Background: an optimization exercise with open tools, aiming at small area and a short achievable clock period. Do not read the settings as production practice. Where RTL was checked, it was by simulation tests only, not by an equivalence proof against the original. Only the layout flow was run in runs 1 and 2; the RTL was not checked for function there.

==> flow/run.sh <==
#!/bin/bash
# The standard layout, with plain buffers (not delay cells) on the ports.
# Placement runs as standard; from clock tree synthesis on, timing repair is
# asked to leave 21 ns of setup slack at the 28 ns clock.
set -euo pipefail
export BUFFER_PORTS_ARGS="-buffer_cell sky130_fd_sc_hd__buf_2"
bash standard.sh place > standard_place.log 2>&1
export SETUP_SLACK_MARGIN=21
bash standard.sh > standard_finish.log 2>&1
==> standard.sh <==
#!/bin/bash
# synth_recipe.tcl (not shown) runs the flow's synth.tcl, then flattens the netlist and writes it again
# the make line also repeats each setting of config.mk as NAME=value (left out here)
make -C /OpenROAD-flow-scripts/flow DESIGN_CONFIG=/design/flow/config.mk WORK_HOME=/design/flow/orfs CLKGATE_MAP_FILE= SYNTH_SCRIPT=/design/flow/synth_recipe.tcl "${@:-finish}"
==> config.mk <==
export PLATFORM = sky130hd
export DESIGN_NAME = color_match
export DESIGN_NICKNAME = color_match
export VERILOG_FILES = /design/flow/design.v
export SDC_FILE = /design/flow/constraint.sdc
export NUM_CORES = 4
export LEC_CHECK = 0
export ABC_AREA = 1
export CAP_MARGIN = 20
export CORE_MARGIN = 2
export CORE_UTILIZATION = 40
export PLACE_DENSITY = 0.6
export SLEW_MARGIN = 20
==> constraint.sdc <==
create_clock -name core_clock -period 28.0 [get_ports {clk}]
set_input_delay 5.6000 -clock core_clock [delete_from_list [all_inputs] [get_ports {clk}]]
set_output_delay 5.6000 -clock core_clock [all_outputs]
set_load 0.01 [all_outputs]
==> design.v <==
module rgb_hsv (
    input            clk,
    input            rst,
    input            vld,    
    input      [7:0] rgb_r,
    input      [7:0] rgb_g,
    input      [7:0] rgb_b,
    output reg [8:0] hsv_h,
    output reg [7:0] hsv_s,
    output reg [7:0] hsv_v
);
parameter KH = 2;    
parameter KS = 3;    
function gt8;
    input [7:0] a, b;
    reg   [7:0] g, t;
    integer     m, n;
    begin
        g = a & ~b;
        t = a | ~b;
        for (m = 1; m < 8; m = m * 2)
            for (n = 0; n < 8; n = n + 2 * m) begin
                g[n + 2 * m - 1] = g[n + 2 * m - 1] | (t[n + 2 * m - 1] & g[n + m - 1]);
                t[n + 2 * m - 1] = t[n + 2 * m - 1] & t[n + m - 1];
            end
        gt8 = g[7];
    end
endfunction
function [11:0] add12;
    input [11:0] a, b;
    input        ci;
    reg   [11:0] g, t;
    integer      m, n;
    begin
        g = a & b;
        t = a | b;
        g[0] = g[0] | (t[0] & ci);
        for (m = 1; m < 12; m = m * 2)
            for (n = 11; n >= 0; n = n - 1)
                if ((n / m) % 2 == 1) begin
                    g[n] = g[n] | (t[n] & g[(n / m) * m - 1]);
                    t[n] = t[n] & t[(n / m) * m - 1];
                end
        add12 = a ^ b ^ {g[10:0], ci};
    end
endfunction
function [8:0] dstep;
    input [8:0] p;
    input [7:0] d;
    reg   [8:0] b;
    integer     i;
    begin
        b[0] = 1'b0;
        for (i = 0; i < 8; i = i + 1)
            b[i+1] = (~p[i] & d[i]) | ((~p[i] | d[i]) & b[i]);
        dstep[8]   = p[8] | ~b[8];
        dstep[7:0] = p[7:0] ^ ({8{dstep[8]}} & (d ^ b[7:0]));
    end
endfunction
wire c_rg = gt8(rgb_r, rgb_g);
wire c_rb = gt8(rgb_r, rgb_b);
wire c_gb = gt8(rgb_g, rgb_b);
reg [7:0] r1, g1, b1;
reg       xr1, xg1, xb1;    
reg       nr1, ng1, nb1;    
reg       dr1, dg1, db1;    
always @(posedge clk) begin
    r1  <= rgb_r; g1 <= rgb_g; b1 <= rgb_b;
    xr1 <= c_rg & c_rb;
    xg1 <= ~c_rg & c_gb;
    xb1 <= ~(c_rg & c_rb) & ~(~c_rg & c_gb);
    nr1 <= ~c_rg & ~c_rb;
    nb1 <= c_rb & c_gb;
    ng1 <= ~(~c_rg & ~c_rb) & ~(c_rb & c_gb);
    dr1 <= c_rg ^ c_rb;
    db1 <= ~(c_rg ^ c_rb) & (c_rg ^ c_gb);
    dg1 <= ~(c_rg ^ c_rb) & ~(c_rg ^ c_gb);
end
wire [7:0] mx = ({8{xr1}} & r1) | ({8{xg1}} & g1) | ({8{xb1}} & b1);
wire [7:0] mn = ({8{nr1}} & r1) | ({8{ng1}} & g1) | ({8{nb1}} & b1);
wire [7:0] md = ({8{dr1}} & r1) | ({8{dg1}} & g1) | ({8{db1}} & b1);
wire neg = (xb1 & nr1) | (xg1 & nb1) | (xr1 & ng1);
wire [11:0] mm12 = add12({4'd0, mx}, ~{4'd0, mn}, 1'b1);
wire [7:0]  mm   = mm12[7:0];
wire [11:0] ca = {md, 4'd0};
wire [11:0] cb = ~{4'd0, md};
wire [11:0] cc = ~{mn, 4'd0};
wire [11:0] cd = {4'd0, mn};
wire [11:0] s1 = ca ^ cb ^ cc;
wire [11:0] k1 = {(ca[10:0] & cb[10:0]) | (ca[10:0] & cc[10:0]) | (cb[10:0] & cc[10:0]), 1'b1};
wire [11:0] s2 = s1 ^ k1 ^ cd;
wire [11:0] k2 = {(s1[10:0] & k1[10:0]) | (s1[10:0] & cd[10:0]) | (k1[10:0] & cd[10:0]), 1'b1};
wire [11:0] x15  = add12(s2, k2, 1'b0);
wire [13:0] n60  = {x15, 2'd0};
reg [8:0]    ph;
reg [KH-1:0] qh2;
integer i;
always @(*) begin
    ph = {1'b0, n60[13:6]};
    for (i = 5; i >= 6 - KH; i = i - 1) begin
        ph = dstep({ph[7:0], n60[i]}, mm);
        qh2[i - 6 + KH] = ph[8];
    end
end
reg [8:0]    ps;
reg [KS-1:0] qs2;
integer j;
always @(*) begin
    ps = {1'b0, mm};
    for (j = 7; j >= 8 - KS; j = j - 1) begin
        ps = dstep({ps[7:0], 1'b0}, mx);
        qs2[j - 8 + KS] = ps[8];
    end
end
reg [7:0]    mm_2, mx_2, ph_2, ps_2;
reg [KH-1:0] qh_2;
reg [KS-1:0] qs_2;
reg [5-KH:2] nl_2;
reg          xr_2, xg_2, neg_2;
always @(posedge clk) begin
    mm_2 <= mm; mx_2 <= mx & {8{vld}}; ph_2 <= ph[7:0]; ps_2 <= ps[7:0];
    qh_2 <= qh2; qs_2 <= qs2; nl_2 <= n60[5-KH:2];
    xr_2 <= xr1; xg_2 <= xg1; neg_2 <= neg;
end
reg [8:0] th;
reg [5:0] qh;
integer k;
always @(*) begin
    th = {1'b0, ph_2};
    qh = {qh_2, {(6-KH){1'b0}}};
    for (k = 5 - KH; k >= 0; k = k - 1) begin
        th = dstep({th[7:0], (k >= 2) ? nl_2[k] : 1'b0}, mm_2);
        qh[k] = th[8];
    end
end
reg [8:0] ts;
reg [7:0] qs;
integer l;
always @(*) begin
    ts = {1'b0, ps_2};
    qs = {qs_2, {(8-KS){1'b0}}};
    for (l = 7 - KS; l >= 0; l = l - 1) begin
        ts = dstep({ts[7:0], 1'b0}, mx_2);
        qs[l] = ts[8];
    end
end
wire [5:0] q53 = {3'd0, qh[5:3]};
reg  [5:0] up, dn0, dn1;
always @(*)
    case ({xr_2, xg_2, neg_2})
        3'b100:  begin up = q53;          dn0 = 6'd0;        dn1 = 6'd0;            end
        3'b101:  begin up = 6'd0;         dn0 = 6'd45 - q53; dn1 = 6'd44 - q53;     end
        3'b010:  begin up = 6'd15 + q53;  dn0 = 6'd0;        dn1 = 6'd0;            end
        3'b011:  begin up = 6'd0;         dn0 = 6'd15 - q53; dn1 = 6'd14 - q53;     end
        3'b000:  begin up = 6'd30 + q53;  dn0 = 6'd0;        dn1 = 6'd0;            end
        default: begin up = 6'd0;         dn0 = 6'd30 - q53; dn1 = 6'd29 - q53;     end
    endcase
wire [2:0] nlo = {qh[2] ^ (qh[1] | qh[0]), qh[1] ^ qh[0], qh[0]};
wire       bw  = qh[2] | qh[1] | qh[0];
wire [8:0] hq  = neg_2 ? {bw ? dn1 : dn0, nlo} : {up, qh[2:0]};
wire       grey = ~|mm_2;
wire       nz   = |mx_2;
wire [8:0] h3   = hq & {9{~grey & nz}};
wire [7:0] s3   = qs & {8{nz}};
always @(posedge clk or negedge rst)
    if (!rst) begin
        hsv_h <= 9'd0; hsv_s <= 8'd0; hsv_v <= 8'd0;
    end else begin
        hsv_h <= h3; hsv_s <= s3; hsv_v <= mx_2;
    end
endmodule
module HSVComparator (
    input            clk,
    input      [8:0] hsv_get_h,
    input      [7:0] hsv_get_s,
    input      [7:0] hsv_get_v,
    input      [8:0] hsv_set_h,
    input      [7:0] hsv_set_s,
    input      [7:0] hsv_set_v,
    input      [2:0] threshold_level,
    output reg [1:0] similar_flag    
);
function [9:0] sub9;
    input [8:0] a, b;
    reg         c;
    integer     i;
    begin
        c = 1'b0;
        for (i = 0; i < 9; i = i + 1) begin
            sub9[i] = a[i] ^ b[i] ^ c;
            c = (~a[i] & b[i]) | ((~a[i] | b[i]) & c);
        end
        sub9[9] = c;
    end
endfunction
wire [9:0] dh = sub9(hsv_get_h, hsv_set_h);
wire [9:0] ds = sub9({1'b0, hsv_get_s}, {1'b0, hsv_set_s});
wire [9:0] dv = sub9({1'b0, hsv_get_v}, {1'b0, hsv_set_v});
wire [8:0] ah = dh[8:0] ^ {9{dh[9]}};
wire [7:0] as = ds[7:0] ^ {8{ds[9]}};
wire [7:0] av = dv[7:0] ^ {8{dv[9]}};
wire       nh = dh[9], ns = ds[9], nv = dv[9];
function gt9;
    input [8:0] a, b;
    reg         c;
    integer     i;
    begin
        c = 1'b0;
        for (i = 0; i < 9; i = i + 1)
            c = (a[i] & ~b[i]) | ((a[i] | ~b[i]) & c);
        gt9 = c;
    end
endfunction
wire h0 = nh ? (~gt9(ah, 9'd59) | ~gt9(9'd299, ah)) : (~gt9(ah, 9'd60) | ~gt9(9'd300, ah));
wire h1 = nh ? (~gt9(ah, 9'd14) | ~gt9(9'd344, ah)) : (~gt9(ah, 9'd15) | ~gt9(9'd345, ah));
wire h2 = nh ? (~gt9(ah, 9'd9)  | ~gt9(9'd349, ah)) : (~gt9(ah, 9'd10) | ~gt9(9'd350, ah));
wire h3 = nh ? (~gt9(ah, 9'd4)  | ~gt9(9'd354, ah)) : (~gt9(ah, 9'd5)  | ~gt9(9'd355, ah));
wire s0 = ~gt9({1'b0, as}, ns ? 9'd31 : 9'd32);
wire s1 = ~gt9({1'b0, as}, ns ? 9'd7  : 9'd8);
wire s2 = ~gt9({1'b0, as}, ns ? 9'd4  : 9'd5);
wire s3 = ~gt9({1'b0, as}, ns ? 9'd2  : 9'd3);
wire v0 = ~gt9({1'b0, av}, nv ? 9'd31 : 9'd32);
wire v1 = ~gt9({1'b0, av}, nv ? 9'd7  : 9'd8);
wire v2 = ~gt9({1'b0, av}, nv ? 9'd4  : 9'd5);
wire v3 = ~gt9({1'b0, av}, nv ? 9'd2  : 9'd3);
reg hit;
always @(*)
    case (threshold_level)
        3'b000:  hit = h0 & s0 & v0;
        3'b001:  hit = h1 & s1 & v1;
        3'b010:  hit = h2 & s2 & v2;
        3'b111:  hit = h3 & s3 & v3;
        default: hit = 1'b0;
    endcase
wire unset = ~|hsv_set_v;
always @(posedge clk)
    similar_flag <= unset ? 2'b10 : {1'b0, hit};
endmodule
module color_match (
    input  wire       clk,
    input  wire       rst_n,
    input  wire [7:0] get_r,
    input  wire [7:0] get_g,
    input  wire [7:0] get_b,
    input  wire [7:0] set_r,
    input  wire [7:0] set_g,
    input  wire [7:0] set_b,
    input  wire [2:0] threshold_level,
    output wire [8:0] get_h,
    output wire [7:0] get_s,
    output wire [7:0] get_v,
    output wire [8:0] set_h,
    output wire [7:0] set_s,
    output wire [7:0] set_v,
    output wire [1:0] similar_flag
);
    reg vld;
    always @(posedge clk or negedge rst_n)
        if (!rst_n) vld <= 1'b0;
        else        vld <= 1'b1;
    rgb_hsv rgb_hsv_get_inst (
        .clk   (clk),
        .rst   (rst_n),
        .vld   (vld),
        .rgb_r (get_r),
        .rgb_g (get_g),
        .rgb_b (get_b),
        .hsv_h (get_h),
        .hsv_s (get_s),
        .hsv_v (get_v)
    );
    rgb_hsv rgb_hsv_set_inst (
        .clk   (clk),
        .rst   (rst_n),
        .vld   (vld),
        .rgb_r (set_r),
        .rgb_g (set_g),
        .rgb_b (set_b),
        .hsv_h (set_h),
        .hsv_s (set_s),
        .hsv_v (set_v)
    );
    HSVComparator HSVComparator_inst (
        .clk             (clk),
        .hsv_get_h       (get_h),
        .hsv_get_s       (get_s),
        .hsv_get_v       (get_v),
        .hsv_set_h       (set_h),
        .hsv_set_s       (set_s),
        .hsv_set_v       (set_v),
        .threshold_level (threshold_level),
        .similar_flag    (similar_flag)
    );
endmodule
==> results of run 1 <==
[critical path: stages]
cell and delay [ns]:
buf_2 0.12, inv_1 0.09, o22ai_1 0.08, a31oi_1 0.17
o22ai_1 0.12, a21oi_1 0.16, a21oi_1 0.06, nor2_1 0.09
a21oi_1 0.05, maj3_1 0.38, ha_1 0.31, inv_1 0.06
nor2_1 0.03
[stage by stage]
step / setup slack, ns / util (%) / instance area [sq um] / std cells / hold WS (ns)
CTS: 21.00 / 44.2 / 21600 / 3686 / 0.369
detailed placement: 20.60 / 42.5 / 20800 / 3640 / 0.361
global route: 20.88 / 45.9 / 22500 / 3734 / 0.392
floorplan: 20.95 / - / 19900 / 2928 / 0.326
finish: 21.14 / 45.9 / 22500 / 3734 / 0.372
global placement: 20.59 / 42.5 / 20800 / 3640 / 0.359
[repair_timing]
| action | in CTS | in global routing |
|---|---|---|
| hold buffers | 0 | 0 |
| pin swaps | 0 | 48 |
| gates resized for setup | 15 | 126 |
| endpoints found under the setup margin | 14 | 34 |
| buffers inserted | 0 | 48 |
[final cells by class]
class                   instances  area share, %
repair buffers                155           4.07
clock buffers                  37           3.25
multi-input cells            2167           60.7
inverters                     499           8.36
clock inverters                 9          0.429
flip-flops and latches        203           19.5
well taps                     664           3.70
[cells in the final DEF, fill, tap and decap left out, types with 7 or more instances in the layout]
master,instances
xor2_1,184
o22ai_1,29
nand4_1,22
nand2_2,86
o21ai_2,35
buf_2,104
fa_2,7
o21ai_0,63
nor3_1,10
nand2_4,17
nand3b_1,14
nor2_1,146
nand3_2,75
buf_4,47
inv_1,472
fa_1,51
dfxtp_1,134
a21oi_1,69
dfxtp_4,12
clkinv_1,8
xnor2_2,7
o21ai_1,24
inv_2,17
o221ai_1,7
or2_2,30
a31oi_1,8
dfrtp_1,51
clkbuf_16,25
or2_1,8
xnor2_1,38
ha_1,103
nand3_1,239
nand2_1,801
[cells by family (layout without fill, tap and decap cells)]
logic type / count (synthesis) / count (layout) / synth area share (%)
AOI/OAI and AO/OA: 282 / 282 / 8.81
xor gates and xnor gates: 233 / 233 / 10.4
adders and majority gates: 169 / 169 / 12.8
buffers and inverters: 558 / 700 / 11.7
DFF: 203 / 203 / 21.8
other: 1 / 1 / 0.0189
and+or+nand+nor: 1482 / 1482 / 34.6
[worst min path at each step]
stage,cells past startpoint,endpoint
final,0,rgb_hsv_set_inst.hsv_v[1]$_DFF_PN0_
after global placement,0,rgb_hsv_set_inst.hsv_v[1]$_DFF_PN0_
after floorplan,0,rgb_hsv_get_inst.xg_2$_DFF_P_
after CTS,0,rgb_hsv_set_inst.hsv_v[1]$_DFF_PN0_
after detailed placement,0,rgb_hsv_set_inst.hsv_v[1]$_DFF_PN0_
after global routing,0,rgb_hsv_set_inst.hsv_v[1]$_DFF_PN0_
[routing by layer]
metal | global-route usage, % | up-vias | part of all wire [%]
met5 | 0 | - | 0
met4 | 3.76 | 0 | 1.8
met3 | 2.28 | 57 | 4.5
met2 | 30.6 | 371 | 44
met1 | 27.6 | 8529 | 50
li1 | - | 9402 | -
==> summary.txt, run 1 <==
Reg2Reg Depth 43; detail-routed via count per cell 4.92; gpl congestion 0.889; status complete, no violations; final setup fails 0; Die ar. 0.0514 sq mm; H-tree depth 1; max-slew violations 0; Initial DRC Count 998; max-cap viol count 0; YS warnings 3; first element of the critical path set_g[2]; total wire length 50.0 mm; Synth Area per Inst 6.78 sq um; total track usage 19.1%; Worst Setup Start Kind input port; Synthesized Nets 3144; total gr overflow 0; reg2reg setup slack 21.24 ns; clk sink count 203; CTS tree yes; commonest register cell after synthesis dfxtp_1; top cells by count, synth nand2_1, inv_1, nand3_1, xor2_1, dfxtp_1; first-pass GRT wire length 81.0 mm; largest registers rgb_hsv_get_inst.hsv_h x9, rgb_hsv_set_inst.hsv_h x9; nets 3267; RSZ-0062 raised after global routing yes; cell accounting for the most synthesized area nand2_1; crit-path max FO 3; Post-synth EDFFs 0; clock latency on the worst-skew pair 0.56 ns; CP Capture Type flop; WP data required 28.45 ns; vias in the first global route 16700; Root Driver clkbuf_16; Critical Path End rgb_hsv_set_inst.dg1$_DFF_P_; largest net degree at the start of global routing 52; core area 0.0490 sq mm; most common cell in the netlist nand2_1; Hold Crit Class flop to flop; DR vias 18400; Clock Path Buffers 3; worst setup path class input port to flop; skew final 0.0244 ns; PortBufs 104; asr flop ratio synth 25.1%; Seq/Total Area, Yosys 21.8%; Reg2Reg Capture Point rgb_hsv_set_inst.ph_2[7]$_DFF_P_; DRC viols 0; synthesized instance count 2928; Hold Violations, Final 0; Post-Syn Area 0.0199 sq mm; share of cells above drive strength 1 17.4%; # IOs 105; Initial Util 40.6%; clk slew on worst S/H paths 0.06 ns; Reg area 0.00437 sq mm; Fillers 4965; antenna violations before repair 0; area occupied by multi-input gates 0.0136 sq mm; FF+latch count, synth 203; CTS Buf Count 25; Final min period 6.86 ns; r2r startpoint rgb_hsv_set_inst.dr1$_DFF_P_; antenna-violating nets left 0; number of inserted diodes 0; post-synthesis cell type count 68; FP Rows 81; routed len/inst 13.4 um; Die H 227 um; top cells by area, synth nand2_1, dfxtp_1, inv_1; iteration count of the initial detailed-routing pass 6; worst rel slew slack 38.8%; Worst-Margin Slew 0.911 ns; Final period util 24.5%; Critical Path AT 7.31 ns; DP Wirelength 40.7 mm; Chip Width 227 um; setup TNS 0 ns; synthesis-to-layout area growth 13.1%; fmax 146 MHz; Synth top area share 15.6%; min-delay src rgb_hsv_set_inst.mx_2[1]$_DFF_P_
==> inputs of run 2 (changes only) <==
--- a/design.v
+++ b/design.v
@@ -12,3 +12,3 @@
 parameter KH = 2;    
-parameter KS = 3;    
+parameter KS = 2;    
 function gt8;
@@ -83,12 +83,6 @@
 wire [11:0] mm12 = add12({4'd0, mx}, ~{4'd0, mn}, 1'b1);
+wire [11:0] x12  = add12({4'd0, md}, ~{4'd0, mn}, 1'b1);
 wire [7:0]  mm   = mm12[7:0];
-wire [11:0] ca = {md, 4'd0};
-wire [11:0] cb = ~{4'd0, md};
-wire [11:0] cc = ~{mn, 4'd0};
-wire [11:0] cd = {4'd0, mn};
-wire [11:0] s1 = ca ^ cb ^ cc;
-wire [11:0] k1 = {(ca[10:0] & cb[10:0]) | (ca[10:0] & cc[10:0]) | (cb[10:0] & cc[10:0]), 1'b1};
-wire [11:0] s2 = s1 ^ k1 ^ cd;
-wire [11:0] k2 = {(s1[10:0] & k1[10:0]) | (s1[10:0] & cd[10:0]) | (k1[10:0] & cd[10:0]), 1'b1};
-wire [11:0] x15  = add12(s2, k2, 1'b0);
+wire [7:0]  x    = x12[7:0];
+wire [11:0] x15  = add12({x, 4'd0}, ~{4'd0, x}, 1'b1);    
 wire [13:0] n60  = {x15, 2'd0};
==> run 2 against run 1 <==
Still clean. Utilization up 1.3 points. First-iteration DRC count down 0.10%. Routed wire length down 0.24%. Synthesized area down 7.2%. Sequential share of layout area up 0.73 points.
==> summary.txt, run 2 <==
share of cells above drive strength 1 19.7% (+2.3 points); Critical Path AT 7.76 ns (+0.45 ns); nets 3035 (-7.1%); min-delay src rgb_hsv_set_inst.qs_2[0]$_DFF_P_; CP Capture Type flop; commonest register cell after synthesis dfxtp_1; Worst Setup Start Kind flop; DP Wirelength 38.9 mm (-4.4%); Worst-Margin Slew 1.31 ns (+0.397 ns); status complete, no violations; main combinational cell family by area after synthesis simple AND/OR/NAND/NOR gates; Chip Width 219 um (-3.6%); total wire length 49.9 mm (-0.24%); most common cell after layout, fill and taps aside nand2_1; Root Driver clkbuf_16; cell accounting for the most synthesized area dfxtp_1; skew final 0.0209 ns (-0.00352 ns); largest net degree at the start of global routing 52 (unchanged); WP data required 28.42 ns (-0.03 ns); synthesized-area fraction occupied by adder cells 11.4% (-1.4 points); Hold Crit Endpoint rgb_hsv_set_inst.hsv_s[6]$_DFF_PN0_; hold path depth 2 (+2); Die H 219 um (-3.6%); max-slew violations 0 (unchanged); # IOs 105 (unchanged); clk sink count 201 (-0.99%); post-synthesis compound-gate area fraction 9.40% (+0.60 points); Synth Area per Inst 6.85 sq um (+1.0%); Die ar. 0.0478 sq mm (-7.1%); gpl congestion 0.881 (-0.96%); r2r startpoint rgb_hsv_get_inst.r1[0]$_DFF_P_; detail-routed via count per cell 5.00 (+1.8%); most common cell in the netlist nand2_1; post-synthesis cell type count 66 (-2.9%); Place WS 20.13 ns (-0.475 ns); Post-Synth XOR/XNOR Area 12.0% (+1.7 points); synthesized instance count 2690 (-8.1%); iteration count of the initial detailed-routing pass 5 (-1); top cells by count, synth nand2_1, inv_1, nand3_1, xor2_1, dfxtp_1; Final period util 26.2% (+1.7 points); FF+latch count, synth 201 (-0.99%); Initial Util 40.6% (+0.050 points); Slowest cell on crit path fa_1; Hold Violations, Final 0 (unchanged); crit-path max FO 8 (+5); most frequent cells in the layout nand2_1, inv_1, nand3_1; asr flop ratio synth 25.4% (+0.25 points); fmax 136 MHz (-6.6%); synthesis-to-layout area growth 16.2%; vias in the first global route 16300 (-2.1%); worst rel slew slack 12.2% (-27 points); Largest stage delay, worst path 0.54 ns (+0.16 ns); Synth Area in Simple Gates 34.4% (-0.24 points); total gr overflow 0 (unchanged); Clock Path Buffers 3 (unchanged); Reg2Reg Capture Point rgb_hsv_get_inst.ph_2[2]$_DFF_P_; Synthesized Nets 2876 (-8.5%); setup TNS 0 ns (unchanged); Reg2Reg Depth 42 (-2.3%); CTS Buf Count 24 (-4.0%); DR vias 17400 (-5.5%); Final min period 7.35 ns (+0.487 ns); Initial DRC Count 997 (-0.10%); Seq/Total Area, Yosys 23.2% (+1.5 points); Post-Syn Area 0.0184 sq mm (-7.2%); Final Cell Area 0.0214 sq mm (-4.6%); max-cap viol count 0 (unchanged); final setup fails 0 (unchanged); core area 0.0454 sq mm (-7.3%); routed len/inst 14.4 um (+7.4%); PortBufs 104 (unchanged); multiplexer area fraction after synthesis 0% (unchanged); Fillers 4519 (-9.0%); hold-fix buffers at CTS 0 (unchanged); H-tree depth 1 (unchanged); clock latency on the worst-skew pair 0.55 ns (about the same); CTS tree yes; RSZ-0062 raised after global routing yes; top cells by area, synth dfxtp_1, nand2_1, xor2_1; Setup WS post-layout 20.65 ns (-0.487 ns); DRC viols 0 (unchanged); YS warnings 3 (unchanged); first-pass GRT wire length 81.1 mm (about the same); Reg area 0.00433 sq mm (-1.1%); Post-synth EDFFs 0 (unchanged); FP Rows 78 (-3.7%); worst setup path class flop to flop; largest registers rgb_hsv_get_inst.hsv_h x9, rgb_hsv_set_inst.hsv_h x9; cell area after placement 0.0195 sq mm (-6.4%); Hold Crit Class flop to flop; total track usage 20.5% (+1.4 points); area occupied by multi-input gates 0.0129 sq mm (-5.6%); clk slew on worst S/H paths 0.06 ns (about the same); reg2reg setup slack 20.65 ns (-0.59 ns); Synth top area share 16.3% (+0.74 points); number of inserted diodes 0 (unchanged); antenna-violating nets left 0 (unchanged); antenna violations before repair 1 (+1)
run 2: changes by cell type after synthesis, sizes merged, moves of 10 or more:
cell,previous run,this run
buf,37,22
fa,58,36
clkbuf,22,32
o21ai,122,104
nand3,319,293
nand2,905,832
inv,490,379
run 2: cells by family after synthesis:
family                     after synthesis
AOI/OAI and AO/OA                      273
xor gates and xnor gates               245
adders and majority gates              148
buffers and inverters                  450
DFF                                    201
other                                    1
and+or+nand+nor                       1372
run 2: what timing repair did:
item                                    4_1_cts  5_1_grt
pin swaps                                    27       38
gates cloned                                  1        0
endpoints found under the setup margin       18       35
gates resized for setup                      71       79
buffers inserted                             62       17
run 2: how the worst max path moves through the flow:
stage	depth (start not counted)	slack [ns]	end	start
3_3_place_gp	40	20.29	rgb_hsv_set_inst.ph_2[1]$_DFF_P_	rgb_hsv_set_inst.nb1$_DFF_P_
2_1_floorplan	41	20.67	rgb_hsv_set_inst.ph_2[1]$_DFF_P_	rgb_hsv_set_inst.dr1$_DFF_P_
5_1_grt	40	20.35	rgb_hsv_set_inst.ph_2[7]$_DFF_P_	rgb_hsv_set_inst.dr1$_DFF_P_
4_1_cts	40	20.73	rgb_hsv_set_inst.ph_2[2]$_DFF_P_	rgb_hsv_set_inst.dr1$_DFF_P_
6_report	42	20.65	rgb_hsv_get_inst.ph_2[2]$_DFF_P_	rgb_hsv_get_inst.r1[0]$_DFF_P_
3_5_place_dp	40	20.13	rgb_hsv_set_inst.ph_2[6]$_DFF_P_	rgb_hsv_set_inst.nb1$_DFF_P_
run 2: cell type report:
type,count,area share (%)
clock buffer,34,3.36
clock inverter,10,0.467
inverter,396,7.04
multi-input combinational,2040,60.1
sequential,201,20.2
tap,600,3.50
timing repair buffer,186,5.34
run 2: layer usage:
layer	vias to the layer above	GRT usage [%]	part of all wire (%)
li1	8842	-	-
met1	8082	29.2	49
met2	351	33.1	45
met3	75	1.89	4.0
met4	0	5.35	2.1
met5	-	0	0
run 2: stage by stage:
step           cells  util [%]  hold slack (ns)
6_report        3467      47.2            0.426
5_1_grt         3467      47.2            0.430
4_1_cts         3450      46.3            0.426
3_5_place_dp    3343      42.9            0.425
3_3_place_gp    3343      42.9            0.420
2_1_floorplan   2690         -            0.326
run 2: worst max-delay path: cells and delay by family (launching register included):
family / cells / cell delay [ns]
adders and majority gates: 9 / 3.06
and+or+nand+nor: 20 / 2.17
AOI/OAI and AO/OA: 8 / 1.28
DFF: 1 / 0.33
xor gates and xnor gates: 2 / 0.24
buffers and inverters: 3 / 0.14
==> inputs of run 3 (changes only) <==
--- a/design.v
+++ b/design.v
@@ -12,3 +12,3 @@
 parameter KH = 2;    
-parameter KS = 2;    
+parameter KS = 3;    
 function gt8;
--- a/config.mk
+++ b/config.mk
@@ -11,2 +11,3 @@
 export CORE_UTILIZATION = 40
+export CTS_BUF_LIST = sky130_fd_sc_hd__clkbuf_4
 export PLACE_DENSITY = 0.6
==> run 3 against run 2 <==
Sequential cell count rose by 2. Critical endpoint is now get_v[1]. Routed wire length decreased by 2.7%. Critical path depth fell by 41. Worst hold slack lost 0.024 ns. Die area up 2.5%. Largest cell class unchanged.
==> summary.txt, run 3 <==
delay-heaviest family, CP flip-flops; fin util 45.9% (-1.3 points); Hold Violations, Final 0 (unchanged); Post-Syn Area 0.0189 sq mm (+2.6%); core area 0.0466 sq mm (+2.6%); worst setup path class flop to output port; clk sink count 203 (+1.0%); share of cells above drive strength 1 17.1% (-2.5 points); largest net degree at the start of global routing 52 (unchanged); asr flop ratio synth 25.1% (-0.25 points); crit-path max FO 2 (-6); FF+latch count, synth 203 (+1.0%); CTS Buf Count 54 (+130%); Place WS 20.59 ns (+0.466 ns); Final min period 6.95 ns (-0.395 ns); YS warnings 3 (unchanged); cell accounting for the most synthesized area nand2_1; iteration count of the initial detailed-routing pass 9 (+4); WP data required 22.40 ns (-6.02 ns); synthesized instance count 2861 (+6.4%); commonest register cell after synthesis dfxtp_1; Critical Path AT 1.35 ns (-6.41 ns); routed len/inst 13.3 um (-7.7%); setup TNS 0 ns (unchanged); Root Driver clkbuf_4; Initial DRC Count 1207 (+21%); Die ar. 0.0490 sq mm (+2.5%); CP cell instances buf_2; DP Wirelength 39.0 mm (+0.25%); top cells by count, synth nand2_1, inv_1, nand3_1, xor2_1, nor2_1; post-synthesis cell type count 62 (-6.1%); H-tree depth 2 (+1); nets 3191 (+5.1%); most frequent cells in the layout nand2_1, inv_1, nand3_1; Clock Path Buffers 3 (unchanged); antenna violations before repair 2 (+1); FP Rows 79 (+1.3%); top cells by area, synth nand2_1, dfxtp_1, xor2_1; gpl congestion 0.907 (+2.9%); total gr overflow 0 (unchanged); final setup fails 0 (unchanged); CTS tree yes; antenna-violating nets left 0 (unchanged); Die H 221 um (+1.2%); Worst Setup Start Kind flop; worst rel slew slack 37.4% (+25 points); Post-synth EDFFs 0 (unchanged); synthesis-to-layout area growth 13.0%; most common cell after layout, fill and taps aside nand2_1; RSZ-0062 raised after global routing yes; Synth Area per Inst 6.61 sq um (-3.6%); Chip Width 221 um (+1.2%); Synth top area share 16.9% (+0.57 points); Worst Hold Margin 0.402 ns (-0.0238 ns); CP Capture Type output port; max-slew violations 0 (unchanged); fmax 144 MHz (+5.7%); first-pass GRT wire length 79.3 mm (-2.2%); Setup WS post-layout 21.05 ns (+0.395 ns); Synthesized Nets 3047 (+5.9%); clock latency on the worst-skew pair 0.76 ns (+0.21 ns); Initial Util 40.6% (about the same); Slowest cell on crit path dfrtp_1; Largest stage delay, worst path 0.43 ns (-0.11 ns); Worst-Margin Slew 0.931 ns (-0.378 ns); total track usage 19.2% (-1.3 points); PortBufs 104 (unchanged); most common cell in the netlist nand2_1; vias in the first global route 16500 (+0.99%); total wire length 48.5 mm (-2.7%); detail-routed via count per cell 4.94 (-1.3%); hold-fix buffers at CTS 0 (unchanged); Final period util 24.8% (-1.4 points); max-cap viol count 0 (unchanged); Seq/Total Area, Yosys 22.9% (-0.37 points); clk slew on worst S/H paths 0.07 ns (about the same); skew final 0.0279 ns (+0.00700 ns); DRC viols 0 (unchanged); DR vias 18100 (+4.0%); largest registers rgb_hsv_get_inst.hsv_h x9, rgb_hsv_set_inst.hsv_h x9; Hold Crit Class flop to flop; status complete, no violations; WP buf/inv 1 (-2); # IOs 105 (unchanged)
## run 3: cell type report
type	count	area, sq um
Antenna cell	2	5.00
Clock buffer	73	548
Clock inverter	25	211
Fill cell	4728	25200
Inverter	430	1630
Multi-Input combinational cell	2159	12900
Sequential cell	203	4360
Tap cell	607	759
Timing Repair Buffer	157	962
## run 3: final timing paths
kind / start / endpoint / depth (start not counted) / slack (ns)
min reg2reg: rgb_hsv_set_inst.qs_2[2]$_DFF_P_ / rgb_hsv_set_inst.hsv_s[7]$_DFF_PN0_ / 2 / 0.40
min in group asynchronous: rst_n / rgb_hsv_get_inst.hsv_h[5]$_DFF_PN0_ / 2 / 4.96
min: rgb_hsv_set_inst.qs_2[2]$_DFF_P_ / rgb_hsv_set_inst.hsv_s[7]$_DFF_PN0_ / 2 / 0.40
max: rgb_hsv_get_inst.hsv_v[1]$_DFF_PN0_ / get_v[1] / 1 / 21.05
max reg2reg: rgb_hsv_set_inst.dr1$_DFF_P_ / rgb_hsv_set_inst.ph_2[5]$_DFF_P_ / 45 / 21.10
max in group asynchronous: rst_n / rgb_hsv_set_inst.hsv_v[1]$_DFF_PN0_ / 2 / 22.56
## run 3: layer usage
| metal | part of all wire (%) | up-vias | track usage, % |
|---|---|---|---|
| met5 | 0 | - | 0 |
| met1 | 48 | 8219 | 26.3 |
| li1 | - | 9361 | - |
| met3 | 4.4 | 77 | 2.60 |
| met2 | 45 | 393 | 31.1 |
| met4 | 2.3 | 0 | 6.58 |
## run 3: timing repair
action                                  CTS  global route
resized for setup                        25           102
endpoints found under the setup margin   52            42
buffers inserted                         25            26
pin swaps                                 1            45
## run 3: through the flow
stage / instances / instance area (sq um)
2_1_floorplan: 2861 / 18900
3_3_place_gp: 3505 / 19800
3_5_place_dp: 3505 / 19800
4_1_cts: 3628 / 20800
5_1_grt: 3656 / 21400
6_report: 3656 / 21400
## run 3: kinds of logic after synthesis
logic type,count (synthesis),share of synthesized area (%)
AO/OA/AOI/OAI,291,9.36
XOR/XNOR,228,10.6
adder cells (fa/ha/maj),134,10.3
buffers and inverters,499,10.9
flip-flops,203,22.9
other,1,0.0198
AND/OR/NAND/NOR,1505,35.9
==> inputs of run 4 (changes only) <==
--- a/config.mk
+++ b/config.mk
@@ -11,3 +11,3 @@
 export CORE_UTILIZATION = 40
-export CTS_BUF_LIST = sky130_fd_sc_hd__clkbuf_4
+export CTS_BUF_LIST = sky130_fd_sc_hd__clkbuf_8
 export PLACE_DENSITY = 0.6
==> run 4 against run 3 <==
Still clean on timing, DRC and antenna. Global-route usage decreased by 0.17 points. Utilization down 0.29 points. Synthesized area unchanged. Critical path depth is 44 higher. Routed wire length decreased by 0.26%. Non-clock buffer count shrank 25. Via count shrank 1.3%. First-iteration DRC count is 1.2% higher. Critical path type is now flop to flop.
==> summary.txt, run 4 <==
status complete, no violations; crit-path max FO 7 (+5); CTS tree yes; most frequent cells in the layout nand2_1, inv_1, nand3_1; largest net degree at the start of global routing 52 (unchanged); Hold Violations, Final 0 (unchanged); share of cells above drive strength 1 15.5% (-1.6 points); number of inserted diodes 0 (-2); FP Rows 79 (unchanged); Worst Hold Margin 0.409 ns (+0.00623 ns); Worst Setup Start Kind flop; gpl congestion 0.907 (unchanged); nets 3149 (-1.3%); cell accounting for the most synthesized area nand2_1; max-cap viol count 0 (unchanged); Root Driver clkbuf_8; Die H 221 um (unchanged); antenna-violating nets left 0 (unchanged); routed len/inst 13.5 um (+1.3%); FF+latch count, synth 203 (unchanged); DR vias 17800 (-1.3%); hold path depth 2 (unchanged); Chip Width 221 um (unchanged); fmax 143 MHz (-0.92%); setup TNS 0 ns (unchanged); Fillers 4697 (-0.66%); max-slew violations 0 (unchanged); H-tree depth 2 (unchanged); top cells by count, synth nand2_1, inv_1, nand3_1, xor2_1, nor2_1; CTS Buf Count 37 (-31%); RSZ-0062 raised after global routing yes; iteration count of the initial detailed-routing pass 6 (-3); worst setup path class flop to flop; Final period util 25.1% (+0.23 points); synthesis-to-layout area growth 12.3%; Slowest cell on crit path fa_2; skew final 0.0309 ns (+0.00301 ns); PortBufs 104 (unchanged); Die ar. 0.0490 sq mm (unchanged); area occupied by multi-input gates 0.0129 sq mm (about the same); post-synthesis cell type count 62 (unchanged); core area 0.0466 sq mm (unchanged); WP data required 28.45 ns (+6.05 ns); Worst-Margin Slew 0.938 ns (+0.00681 ns); clk sink count 203 (unchanged); DRC viols 0 (unchanged); Initial DRC Count 1222 (+1.2%); Clock Path Buffers 3 (unchanged); Reg2Reg Depth 45 (unchanged); Reg area 0.00435 sq mm (-0.26%); YS warnings 3 (unchanged); final setup fails 0 (unchanged); detail-routed via count per cell 4.95 (+0.28%); first-pass GRT wire length 78.6 mm (-0.93%); Largest stage delay, worst path 0.49 ns (+0.06 ns); Post-synth EDFFs 0 (unchanged); Initial Util 40.6% (unchanged); CP Capture Type flop; top cells by area, synth nand2_1, dfxtp_1, xor2_1; total gr overflow 0 (unchanged); Final min period 7.02 ns (+0.0647 ns); Seq/Total Area, Yosys 22.9% (unchanged); synthesized instance count 2861 (unchanged); commonest register cell after synthesis dfxtp_1; total track usage 19.0% (-0.17 points); most common cell in the netlist nand2_1; worst rel slew slack 37.0% (-0.46 points); Synth Area per Inst 6.61 sq um (unchanged); most common cell after layout, fill and taps aside nand2_1; total wire length 48.4 mm (-0.26%); Hold Crit Class flop to flop; asr flop ratio synth 25.1% (unchanged); vias in the first global route 16200 (-1.8%); Synth top area share 16.9% (unchanged); # IOs 105 (unchanged); clk slew on worst S/H paths 0.06 ns (about the same); antenna violations before repair 3 (+1); Critical Path AT 7.47 ns (+6.12 ns); DP Wirelength 39.0 mm (unchanged); Synthesized Nets 3047 (unchanged); largest registers rgb_hsv_get_inst.hsv_h x9, rgb_hsv_set_inst.hsv_h x9; Post-Syn Area 0.0189 sq mm (unchanged); clock latency on the worst-skew pair 0.59 ns (-0.17 ns)
## run 4: critical path: cells and delay by family (launching register included)
family,cells,cell delay [ns]
AND/OR/NAND/NOR,21,2.73
AO/OA/AOI/OAI,16,1.81
adder cells (fa/ha/maj),4,1.54
flip-flops,1,0.37
XOR/XNOR,2,0.31
buffers and inverters,2,0.13
## run 4: final cells by class
| type | count | area share, % |
|---|---|---|
| multi-input combinational | 2159 | 60.7 |
| sequential | 203 | 20.5 |
| inverter | 430 | 7.67 |
| tap | 607 | 3.58 |
| timing repair buffer | 132 | 3.44 |
| clock buffer | 48 | 3.11 |
| clock inverter | 19 | 0.967 |
## run 4: logic make-up after synthesis
group | Yosys count | share of synthesized area, %
AO/OA/AOI/OAI | 291 | 9.36
XOR/XNOR | 228 | 10.6
adder cells (fa/ha/maj) | 134 | 10.3
buffers and inverters | 499 | 10.9
flip-flops | 203 | 22.9
other | 1 | 0.0198
AND/OR/NAND/NOR | 1505 | 35.9
## run 4: per-stage QoR
stage	cell area [sq um]	util (%)	cells	setup WS, ns
2_1_floorplan	18900	-	2861	20.99
3_3_place_gp	19800	42.4	3505	20.62
3_5_place_dp	19800	42.4	3505	20.59
5_1_grt	21200	45.6	3598	20.58
4_1_cts	20700	44.4	3572	20.96
6_report	21200	45.6	3598	20.98
## run 4: layer usage
layer,share of wire [%],routed length [um],vias to the layer above,GRT usage (%)
met1,49,23500,8141,26.3
li1,-,-,9228,-
met3,4.0,1940,68,2.38
met2,45,21900,376,30.9
met5,0,0,-,0
met4,2.1,1030,0,5.89
## run 4: worst paths after layout
kind / to / startpoint / slack [ns]
worst min-delay path: rgb_hsv_set_inst.hsv_s[7]$_DFF_PN0_ / rgb_hsv_set_inst.qs_2[2]$_DFF_P_ / 0.41
worst max-delay path: rgb_hsv_set_inst.ph_2[6]$_DFF_P_ / rgb_hsv_set_inst.dr1$_DFF_P_ / 20.98
min in group asynchronous: rgb_hsv_get_inst.hsv_s[7]$_DFF_PN0_ / rst_n / 5.13
max in group asynchronous: rgb_hsv_set_inst.hsv_s[4]$_DFF_PN0_ / rst_n / 22.42
worst min register to register: rgb_hsv_set_inst.hsv_s[7]$_DFF_PN0_ / rgb_hsv_set_inst.qs_2[2]$_DFF_P_ / 0.41
worst max register to register: rgb_hsv_set_inst.ph_2[6]$_DFF_P_ / rgb_hsv_set_inst.dr1$_DFF_P_ / 20.98
## run 4: what timing repair did
item	CTS	global route
pin swaps	1	45
gates cloned	0	0
hold buffers	0	0
gates resized for setup	12	100
setup endpoints to repair	20	40
setup buffers	0	26
==> inputs of run 5 (changes only) <==
--- a/config.mk
+++ b/config.mk
@@ -11,3 +11,2 @@
 export CORE_UTILIZATION = 40
-export CTS_BUF_LIST = sky130_fd_sc_hd__clkbuf_8
 export PLACE_DENSITY = 0.6
==> run 5 against run 4 <==
Register-to-register slack improved by 0.09 ns. Non-clock buffer count grew 1. Highest routed layer unchanged. Maximum frequency grew 1.3%.
==> summary.txt, run 5 <==
Post-Syn Area 0.0189 sq mm (unchanged); antenna-violating nets left 0 (unchanged); final cell count without fillers 3576 (-0.61%); worst setup path class flop to flop; WP buf/inv 2 (unchanged); top cells by area, synth nand2_1, dfxtp_1, xor2_1; setup TNS 0 ns (unchanged); CTS Buf Count 24 (-35%); area occupied by multi-input gates 0.0129 sq mm (+0.35%); fin util 45.6% (about the same); cell accounting for the most synthesized area nand2_1; clk slew on worst S/H paths 0.06 ns (about the same); first element of the critical path rgb_hsv_set_inst.dr1$_DFF_P_; Crit. path cell count 45 (unchanged); YS warnings 3 (unchanged); total gr overflow 0 (unchanged); gpl congestion 0.907 (unchanged); total wire length 48.2 mm (-0.39%); nets 3137 (-0.38%); reg2reg setup slack 21.07 ns (+0.09 ns); Setup WS post-layout 21.07 ns (+0.0879 ns); FP Rows 79 (unchanged); Die ar. 0.0490 sq mm (unchanged); # IOs 105 (unchanged); DR vias 17700 (-0.83%); skew final 0.0156 ns (-0.0153 ns); Final min period 6.93 ns (-0.0879 ns); Reg2Reg Depth 45 (unchanged); most common cell after layout, fill and taps aside nand2_1; Place WS 20.59 ns (unchanged); Initial DRC Count 1230 (+0.65%); RSZ-0062 raised after global routing yes; Synth Area per Inst 6.61 sq um (unchanged); largest net degree at the start of global routing 52 (unchanged); max-cap viol count 0 (unchanged); CP Capture Type flop; max-slew violations 0 (unchanged); Post-synth EDFFs 0 (unchanged); Chip Width 221 um (unchanged); final setup fails 0 (unchanged); fmax 144 MHz (+1.3%); Placed Cells 3505 (unchanged); Clock Path Buffers 3 (unchanged); Hold Crit Class flop to flop; H-tree depth 1 (-1); delay-heaviest family, CP simple AND/OR/NAND/NOR gates; Reg area 0.00435 sq mm (+0.17%); PortBufs 104 (unchanged); iteration count of the initial detailed-routing pass 7 (+1); synthesized instance count 2861 (unchanged); DRC viols 0 (unchanged); crit-path max FO 7 (unchanged); Hold Violations, Final 0 (unchanged); total track usage 18.8% (-0.21 points); detail-routed via count per cell 4.94 (-0.22%); CTS tree yes; antenna violations before repair 2 (-1); number of inserted diodes 0 (unchanged); Final period util 24.7% (-0.31 points); Worst Hold Margin 0.408 ns (-0.000157 ns); clk sink count 203 (unchanged); Worst-Margin Slew 0.969 ns (+0.0312 ns); Fillers 4682 (-0.32%); Seq/Total Area, Yosys 22.9% (unchanged); synthesis-to-layout area growth 12.3% (about the same); post-synthesis cell type count 62 (unchanged); worst rel slew slack 34.9% (-2.1 points); top cells by count, synth nand2_1, inv_1, nand3_1, xor2_1, nor2_1; Root Driver clkbuf_16; routed len/inst 13.5 um (+0.22%); Slowest cell on crit path fa_2; commonest register cell after synthesis dfxtp_1; Synthesized Nets 3047 (unchanged); largest registers rgb_hsv_get_inst.hsv_h x9, rgb_hsv_set_inst.hsv_h x9; WP data required 28.41 ns (-0.04 ns); Largest stage delay, worst path 0.49 ns (about the same); Critical Path End rgb_hsv_set_inst.ph_2[6]$_DFF_P_; r2r startpoint rgb_hsv_set_inst.dr1$_DFF_P_; Critical Path AT 7.34 ns (-0.13 ns); Reg2Reg Capture Point rgb_hsv_set_inst.ph_2[6]$_DFF_P_; core area 0.0466 sq mm (unchanged); Synth top area share 16.9% (unchanged); asr flop ratio synth 25.1% (unchanged); most common cell in the netlist nand2_1; Die H 221 um (unchanged); Worst Setup Start Kind flop; Initial Util 40.6% (unchanged); share of cells above drive strength 1 15.5% (-0.087 points); status complete, no violations; most frequent cells in the layout nand2_1, inv_1, nand3_1; DP Wirelength 39.0 mm (unchanged); FF+latch count, synth 203 (unchanged); first-pass GRT wire length 78.3 mm (-0.33%); vias in the first global route 16100 (-0.67%); clock latency on the worst-skew pair 0.53 ns (-0.06 ns)
[run 5: stage by stage]
stage	instance area (sq um)
3_5_place_dp	19800
5_1_grt	21200
2_1_floorplan	18900
3_3_place_gp	19800
6_report	21200
4_1_cts	20600
[run 5: worst min path at each step]
stage	cells past startpoint	from	end	slack, ns
floorplan	0	rgb_hsv_get_inst.xg1$_DFF_P_	rgb_hsv_get_inst.xg_2$_DFF_P_	0.33
CTS	2	rgb_hsv_set_inst.qs_2[2]$_DFF_P_	rgb_hsv_set_inst.hsv_s[7]$_DFF_PN0_	0.41
detailed placement	2	rgb_hsv_set_inst.qs_2[2]$_DFF_P_	rgb_hsv_set_inst.hsv_s[7]$_DFF_PN0_	0.40
global route	2	rgb_hsv_set_inst.qs_2[1]$_DFF_P_	rgb_hsv_set_inst.hsv_s[6]$_DFF_PN0_	0.42
global placement	2	rgb_hsv_set_inst.qs_2[2]$_DFF_P_	rgb_hsv_set_inst.hsv_s[7]$_DFF_PN0_	0.40
finish	2	rgb_hsv_set_inst.qs_2[2]$_DFF_P_	rgb_hsv_set_inst.hsv_s[7]$_DFF_PN0_	0.41
[run 5: logic make-up after synthesis]
group	after synthesis	synth area share (%)
other	1	0.0198
adders and majority gates	134	10.3
DFF	203	22.9
buffers and inverters	499	10.9
AOI/OAI and AO/OA	291	9.36
and+or+nand+nor	1505	35.9
xor gates and xnor gates	228	10.6
[run 5: cell type report]
cell class	instances	share of cell area [%]
timing repair buffer	133	3.48
multi-input combinational	2159	60.9
inverter	430	7.67
clock buffer	36	3.48
clock inverter	8	0.330
tap	607	3.58
sequential	203	20.5
[run 5: layer usage]
metal  up-vias  wire, um  GRT usage, %
li1       9201         -             -
met5         -         0             0
met3        62      2020          2.04
met2       358     22000          31.0
met1      8044     23400          26.4
met4         0       847          4.46
[run 5: what timing repair did]
item,4_1_cts,5_1_grt
endpoints found under the setup margin,21,40
gates resized for setup,11,122
buffers inserted,0,27
cloned,0,0
hold buffers,0,0
pin swaps,1,50
[run 5: worst min-delay path, stage by stage, from the launching register on]
cell and delay (ns):
dfxtp_1 0.29, inv_1 0.04, nor2_1 0.04
==> inputs of run 6 (changes only) <==
--- a/config.mk
+++ b/config.mk
@@ -10,4 +10,4 @@
 export CORE_MARGIN = 2
-export CORE_UTILIZATION = 40
-export PLACE_DENSITY = 0.6
+export CORE_UTILIZATION = 60
+export PLACE_DENSITY = 0.75
 export SLEW_MARGIN = 20
==> run 6 against run 5 <==
Synthesized cell count stayed put. Clock skew increased by 0.0082 ns. First-iteration DRC count decreased by 3.3%. Routed wire length shrank 4.3%. Critical path depth decreased by 31. Die area decreased by 33%. Synthesized area unchanged. Design area decreased by 1.5%. Global-route usage up 8.4 points.
==> summary.txt, run 6 <==
DRC viols 0 (unchanged); FP Rows 64 (-19%); Post-synth EDFFs 0 (unchanged); Reg2Reg Capture Point rgb_hsv_set_inst.ph_2[2]$_DFF_P_; CP Capture Type flop; Hold Violations, Final 0 (unchanged); gpl congestion 0.957 (+5.5%); Seq/Total Area, Yosys 22.9% (unchanged); Worst-Margin Slew 0.972 ns (+0.00335 ns); FF+latch count, synth 203 (unchanged); total gr overflow 0 (unchanged); max-cap viol count 0 (unchanged); fmax 146 MHz (+1.1%); H-tree depth 1 (unchanged); Synth Area per Inst 6.61 sq um (unchanged); DR vias 18100 (+2.4%); share of cells above drive strength 1 15.2% (-0.31 points); max-slew violations 0 (unchanged); Largest stage delay, worst path 0.27 ns (-0.22 ns); largest registers rgb_hsv_get_inst.hsv_h x9, rgb_hsv_set_inst.hsv_h x9; iteration count of the initial detailed-routing pass 6 (-1); skew final 0.0238 ns (+0.00817 ns); YS warnings 3 (unchanged); number of inserted diodes 0 (unchanged); commonest register cell after synthesis dfxtp_1; Initial Util 61.3% (+21 points); Post-Syn Area 0.0189 sq mm (unchanged); setup TNS 0 ns (unchanged); largest net degree at the start of global routing 52 (unchanged); top cells by count, synth nand2_1, inv_1, nand3_1, xor2_1, nor2_1; Critical Path End rgb_hsv_get_inst.db1$_DFF_P_; Root Driver clkbuf_16; total wire length 46.2 mm (-4.3%); Synth top area share 16.9% (unchanged); final setup fails 0 (unchanged); M1 GR Usage 37.0% (+11 points); reg2reg setup slack 21.18 ns (+0.11 ns); first-pass GRT wire length 75.9 mm (-3.1%); Clock Path Buffers 3 (unchanged); antenna violations before repair 0 (-2); WP data required 28.40 ns (about the same); routed len/inst 13.7 um (+1.9%); clk slew on worst S/H paths 0.07 ns (about the same); CTS Buf Count 22 (-8.3%); core area 0.0308 sq mm (-34%); synthesis-to-layout area growth 10.6%; most common cell in the netlist nand2_1; cell accounting for the most synthesized area nand2_1; worst rel slew slack 34.7% (-0.23 points); status complete, no violations; Reg2Reg Depth 43 (-4.4%); PortBufs 104 (unchanged); asr flop ratio synth 25.1% (unchanged); RSZ-0062 raised after global routing yes; antenna-violating nets left 0 (unchanged); Final period util 24.5% (-0.27 points); Critical Path AT 7.25 ns (-0.09 ns); Worst Hold Margin 0.400 ns (-0.00806 ns); Die H 181 um (-18%); met3 Resource Use GR 3.17% (+1.1 points); detail-routed via count per cell 5.38 (+9.0%); busiest grt layer met2; Die ar. 0.0329 sq mm (-33%); Final min period 6.85 ns (-0.0770 ns); CTS tree yes; CP cell instances buf_2 -> inv_2 -> a211oi_1 -> a211oi_1 -> nor2_1 -> a21oi_1 -> a21oi_1 -> o21ai_1 -> o21ai_1 -> nand3_1 -> o21a_1 -> inv_1 -> ha_4 -> nor2_1; worst setup path class input port to flop; first element of the critical path get_r[1]; Chip Width 181 um (-18%); most common cell after layout, fill and taps aside nand2_1; Worst Setup Start Kind input port; Slowest cell on crit path ha_4; Initial DRC Count 1190 (-3.3%); top cells by area, synth nand2_1, dfxtp_1, xor2_1; clock latency on the worst-skew pair 0.52 ns (about the same); r2r startpoint rgb_hsv_set_inst.dr1$_DFF_P_; post-synthesis cell type count 62 (unchanged); nets 3133 (-0.13%); clk sink count 203 (unchanged); # IOs 105 (unchanged); synthesized instance count 2861 (unchanged); grt met2 use 45.7% (+15 points); crit-path max FO 4 (-3); most frequent cells in the layout nand2_1, inv_1, nand3_1; total track usage 27.2% (+8.4 points); DP Wirelength 36.6 mm (-6.1%); vias in the first global route 16500 (+2.4%); Hold Crit Class flop to flop; Synthesized Nets 3047 (unchanged)
-- run 6: cell counts after synthesis --
No cell type changed its count.
-- run 6: stage by stage --
step / setup WS, ns / utilization (%) / cells / cell area (sq um)
after global placement: 20.65 / 63.2 / 3294 / 19500
after global routing: 20.71 / 67.8 / 3359 / 20900
after floorplan: 20.99 / - / 2861 / 18900
after CTS: 21.00 / 65.9 / 3336 / 20300
final: 21.15 / 67.8 / 3359 / 20900
after detailed placement: 20.58 / 63.2 / 3294 / 19500
-- run 6: kinds of logic (layout without fill, tap and decap cells) --
kind of cell	after synthesis	count (layout)	share of synthesized area [%]
simple gates	1505	1505	35.9
buf+inv	499	601	10.9
compound gates	291	291	9.36
xor+xnor	228	228	10.6
flops	203	203	22.9
fa+ha+maj	134	134	10.3
other cells	1	1	0.0198
-- run 6: area by class of cell --
class | count | area [sq um]
sequential | 203 | 4350
clock inverter | 12 | 121
multi-input combinational | 2159 | 12900
fill | 2637 | 9930
inverter | 430 | 1620
timing repair buffer | 131 | 736
clock buffer | 28 | 656
tap | 396 | 495
-- run 6: worst min path at each step --
stage	startpoint	to	slack, ns	cells after the start
after global placement	rgb_hsv_get_inst.mx_2[1]$_DFF_P_	rgb_hsv_get_inst.hsv_v[1]$_DFF_PN0_	0.39	0
after detailed placement	rgb_hsv_set_inst.qs_2[2]$_DFF_P_	rgb_hsv_set_inst.hsv_s[7]$_DFF_PN0_	0.39	2
after floorplan	rgb_hsv_get_inst.xg1$_DFF_P_	rgb_hsv_get_inst.xg_2$_DFF_P_	0.33	0
after CTS	rgb_hsv_set_inst.qs_2[0]$_DFF_P_	rgb_hsv_set_inst.hsv_s[5]$_DFF_PN0_	0.40	2
after global routing	rgb_hsv_set_inst.qs_2[0]$_DFF_P_	rgb_hsv_set_inst.hsv_s[5]$_DFF_PN0_	0.41	2
final	rgb_hsv_set_inst.qs_2[0]$_DFF_P_	rgb_hsv_set_inst.hsv_s[5]$_DFF_PN0_	0.40	2
-- run 6: what timing repair did --
item | 4_1_cts | 5_1_grt
gates cloned | 0 | 0
endpoints found under the setup margin | 17 | 39
hold buffers | 0 | 0
resized for setup | 16 | 108
setup buffers | 2 | 23
pin swaps | 1 | 35
-- run 6: worst max-delay path, delay by kind of cell --
kind,cells,cell delay (ns)
and+or+nand+nor,3,0.20
adders and majority gates,1,0.27
buffers and inverters,3,0.27
AOI/OAI and AO/OA,7,0.91
-- run 6: layer usage --
metal | up-vias | part of all wire (%)
met5 | - | 0
met4 | 0 | 2.5
met3 | 78 | 6.5
met2 | 558 | 45
met1 | 8253 | 46
li1 | 9193 | -
==> inputs of run 7 (changes only) <==
--- a/config.mk
+++ b/config.mk
@@ -10,4 +10,4 @@
 export CORE_MARGIN = 2
-export CORE_UTILIZATION = 60
-export PLACE_DENSITY = 0.75
+export CORE_UTILIZATION = 70
+export PLACE_DENSITY = 0.85
 export SLEW_MARGIN = 20
==> run 7 against run 6 <==
Utilization is 11 points higher. Worst setup slack worse by 0.56 ns. Final cell count is 1.4% lower. Highest routed layer unchanged.
==> summary.txt, run 7 <==
post-synthesis cell type count 62 (unchanged); RSZ-0062 raised after global routing yes; # IOs 105 (unchanged); most common cell in the netlist nand2_1; Max Used Layer met4; met2 wire len 23.4 mm (+13%); Worst Hold Margin 0.393 ns (-0.00779 ns); Synthesized Nets 3047 (unchanged); largest net degree at the start of global routing 52 (unchanged); post-synthesis compound-gate area fraction 9.36% (unchanged); multiplexer area fraction after synthesis 0% (unchanged); commonest register cell after synthesis dfxtp_1; setup TNS 0 ns (unchanged); main combinational cell family by area after synthesis simple AND/OR/NAND/NOR gates; Worst Setup Start Kind flop; Critical Path AT 7.82 ns (+0.57 ns); Placed Cells 3239 (-1.7%); Metal-1 WL 21.3 mm (+0.39%); Reg2Reg Depth 38 (-12%); Die H 168 um (-7.3%); clk slew on worst S/H paths 0.06 ns (about the same); max-slew violations 0 (unchanged); min-delay src rgb_hsv_set_inst.mx_2[1]$_DFF_P_; PortBufs 104 (unchanged); H-tree depth 1 (unchanged); DR vias 19000 (+5.3%); gpl congestion 0.958 (+0.16%); synthesized-area fraction occupied by adder cells 10.3% (unchanged); Die ar. 0.0283 sq mm (-14%); antenna-violating nets left 0 (unchanged); Root Driver clkbuf_16; worst setup path class flop to flop; Chip Width 168 um (-7.3%); most frequent cells in the layout nand2_1, inv_1, nand3_1; number of inserted diodes 0 (unchanged); CP Capture Type flop; Final period util 26.5% (+2.0 points); crit-path max FO 8 (+4); routed len/inst 15.2 um (+11%); Hold Crit Endpoint rgb_hsv_set_inst.hsv_v[1]$_DFF_PN0_; synthesized instance count 2861 (unchanged); fmax 135 MHz (-7.6%); r2r startpoint rgb_hsv_get_inst.dr1$_DFF_P_; Clock Path Buffers 3 (unchanged); status complete, no violations; top cells by area, synth nand2_1, dfxtp_1, xor2_1; Final min period 7.41 ns (+0.560 ns); Post-synth EDFFs 0 (unchanged); CTS tree yes; iteration count of the initial detailed-routing pass 6 (unchanged); Largest stage delay, worst path 0.47 ns (+0.20 ns); core area 0.0267 sq mm (-13%); cell accounting for the most synthesized area nand2_1; skew final 0.00956 ns (-0.0142 ns); total gr overflow 0 (unchanged); Hold Violations, Final 0 (unchanged); most common cell after layout, fill and taps aside nand2_1; WP data required 28.41 ns (about the same); DRC viols 0 (unchanged); Reg2Reg Capture Point rgb_hsv_get_inst.ph_2[4]$_DFF_P_; FF+latch count, synth 203 (unchanged); Worst-Margin Slew 0.797 ns (-0.175 ns); hold path depth 0 (-2); YS warnings 3 (unchanged); max-cap viol count 0 (unchanged); vias in the first global route 17100 (+3.7%); worst rel slew slack 46.5% (+12 points); fin util 78.3% (+11 points); Post-Syn Area 0.0189 sq mm (unchanged); reg2reg setup slack 20.59 ns (-0.59 ns); detail-routed via count per cell 5.75 (+6.8%); FP Rows 60 (-6.3%); hold-fix buffers at CTS 0 (unchanged); Synth top area share 16.9% (unchanged); CTS Buf Count 22 (unchanged); synthesis-to-layout area growth 10.8%; top cells by count, synth nand2_1, inv_1, nand3_1, xor2_1, nor2_1; Initial Util 70.7% (+9.4 points); Hold Crit Class flop to flop; total wire length 50.3 mm (+9.0%); Setup WS post-layout 20.59 ns (-0.560 ns); Synth Area per Inst 6.61 sq um (unchanged); met3 WL 3.92 mm (+30%); first-pass GRT wire length 78.3 mm (+3.1%); Synth Area in Simple Gates 35.9% (unchanged); final setup fails 0 (unchanged); Seq/Total Area, Yosys 22.9% (unchanged); Slowest cell on crit path fa_2; Place WS 20.57 ns (-0.0146 ns); Post-Synth XOR/XNOR Area 10.6% (unchanged); largest registers rgb_hsv_get_inst.hsv_h x9, rgb_hsv_set_inst.hsv_h x9; nets 3142 (+0.29%); asr flop ratio synth 25.1% (unchanged); antenna violations before repair 0 (unchanged); clk sink count 203 (unchanged); DP Wirelength 37.3 mm (+1.9%); share of cells above drive strength 1 15.7% (+0.57 points); Initial DRC Count 1724 (+45%); final cell count without fillers 3312 (-1.4%); clock latency on the worst-skew pair 0.52 ns (about the same); total track usage 32.8% (+5.6 points)
==> run 7: logic make-up after synthesis <==
logic type | after synthesis
flops | 203
simple gates | 1505
xor+xnor | 228
fa+ha+maj | 134
buf+inv | 499
compound gates | 291
other cells | 1
==> run 7: layer usage <==
layer  global-route usage (%)  up-vias
li1                         -     9216
met1                     43.8     8741
met2                     55.7      910
met3                     3.90      182
met4                     9.90        0
met5                        0        -
==> run 7: cell type report <==
class	count	area, sq um
clock buffer	31	698
clock inverter	8	62.6
fill	1944	5790
inverter	430	1620
multi-input combinational	2159	13000
sequential	203	4350
tap	341	427
timing repair buffer	140	801
==> run 7: critical path: cells and delay by family (launching register included) <==
kind,cells,cell delay [ns]
flip-flops,1,0.38
buffers and inverters,4,0.56
adder cells (fa/ha/maj),5,1.63
AO/OA/AOI/OAI,16,2.57
AND/OR/NAND/NOR,10,1.45
XOR/XNOR,3,0.74
==> run 7: through the flow <==
stage	cell area [sq um]
2_1_floorplan	18900
3_3_place_gp	19400
3_5_place_dp	19400
4_1_cts	20300
5_1_grt	20900
6_report	20900
==> run 7: worst max path at each step <==
stage                                            start                               end  cells after the start
after floorplan                               get_r[1]      rgb_hsv_get_inst.db1$_DFF_P_                     13
after global placement                        get_r[1]      rgb_hsv_get_inst.dg1$_DFF_P_                     13
after detailed placement                      get_r[1]      rgb_hsv_get_inst.dg1$_DFF_P_                     13
after CTS                 rgb_hsv_get_inst.dr1$_DFF_P_  rgb_hsv_get_inst.ph_2[7]$_DFF_P_                     43
after global routing      rgb_hsv_get_inst.dr1$_DFF_P_  rgb_hsv_get_inst.ph_2[7]$_DFF_P_                     43
final                     rgb_hsv_get_inst.dr1$_DFF_P_  rgb_hsv_get_inst.ph_2[4]$_DFF_P_                     38
==> run 7: repair_timing <==
action | 4_1_cts | 5_1_grt
endpoints found under the setup margin | 18 | 38
resized for setup | 24 | 116
pin swaps | 2 | 48
setup buffers | 3 | 31

[re-timing with driven ports]
The results above use ideal ports. As a check the final layouts listed here were re-extracted and re-timed, cells and wires unchanged.
Step 1: set_driving_cell puts a clkbuf_16 on clk and a buf_2 on each other input, an assumption about the parent block.
Step 2 adds t to the input delays and takes it off the output delays; t is the mean of the earliest and latest rising clock arrival at the registers after step 1. Input paths then give back, and output paths get back, about the clock's delay inside the block.
Three values: no drivers, after step 1, after step 2; two values: the first two.
run | t (ns) | slack for setup (ns) | worst setup path at the end | pins driven straight from the clock port
run 1 | 0.596 | 21.141 / 21.159 / 20.567 | input to register | 1
run 2 | 0.589 | 20.654 / 20.654 / 20.637 | input to register | 1
run 3 | 0.796 | 21.048 / 21.001 / 20.525 | input to register | 1
run 4 | 0.625 | 20.983 / 20.983 / 20.659 | input to register | 1
run 5 | 0.582 | 21.071 / 21.071 / 20.684 | input to register | 1
run 6 | 0.564 | 21.148 / 21.125 / 20.622 | input to register | 1
run 7 | 0.566 | 20.588 / 20.588 / 20.588 | register to register | 1
After both steps setup and hold are still met in every run listed. For run 1, which loses most, drivers alone change the setup slack by +0.018 ns; drivers and shift together by -0.574 ns.
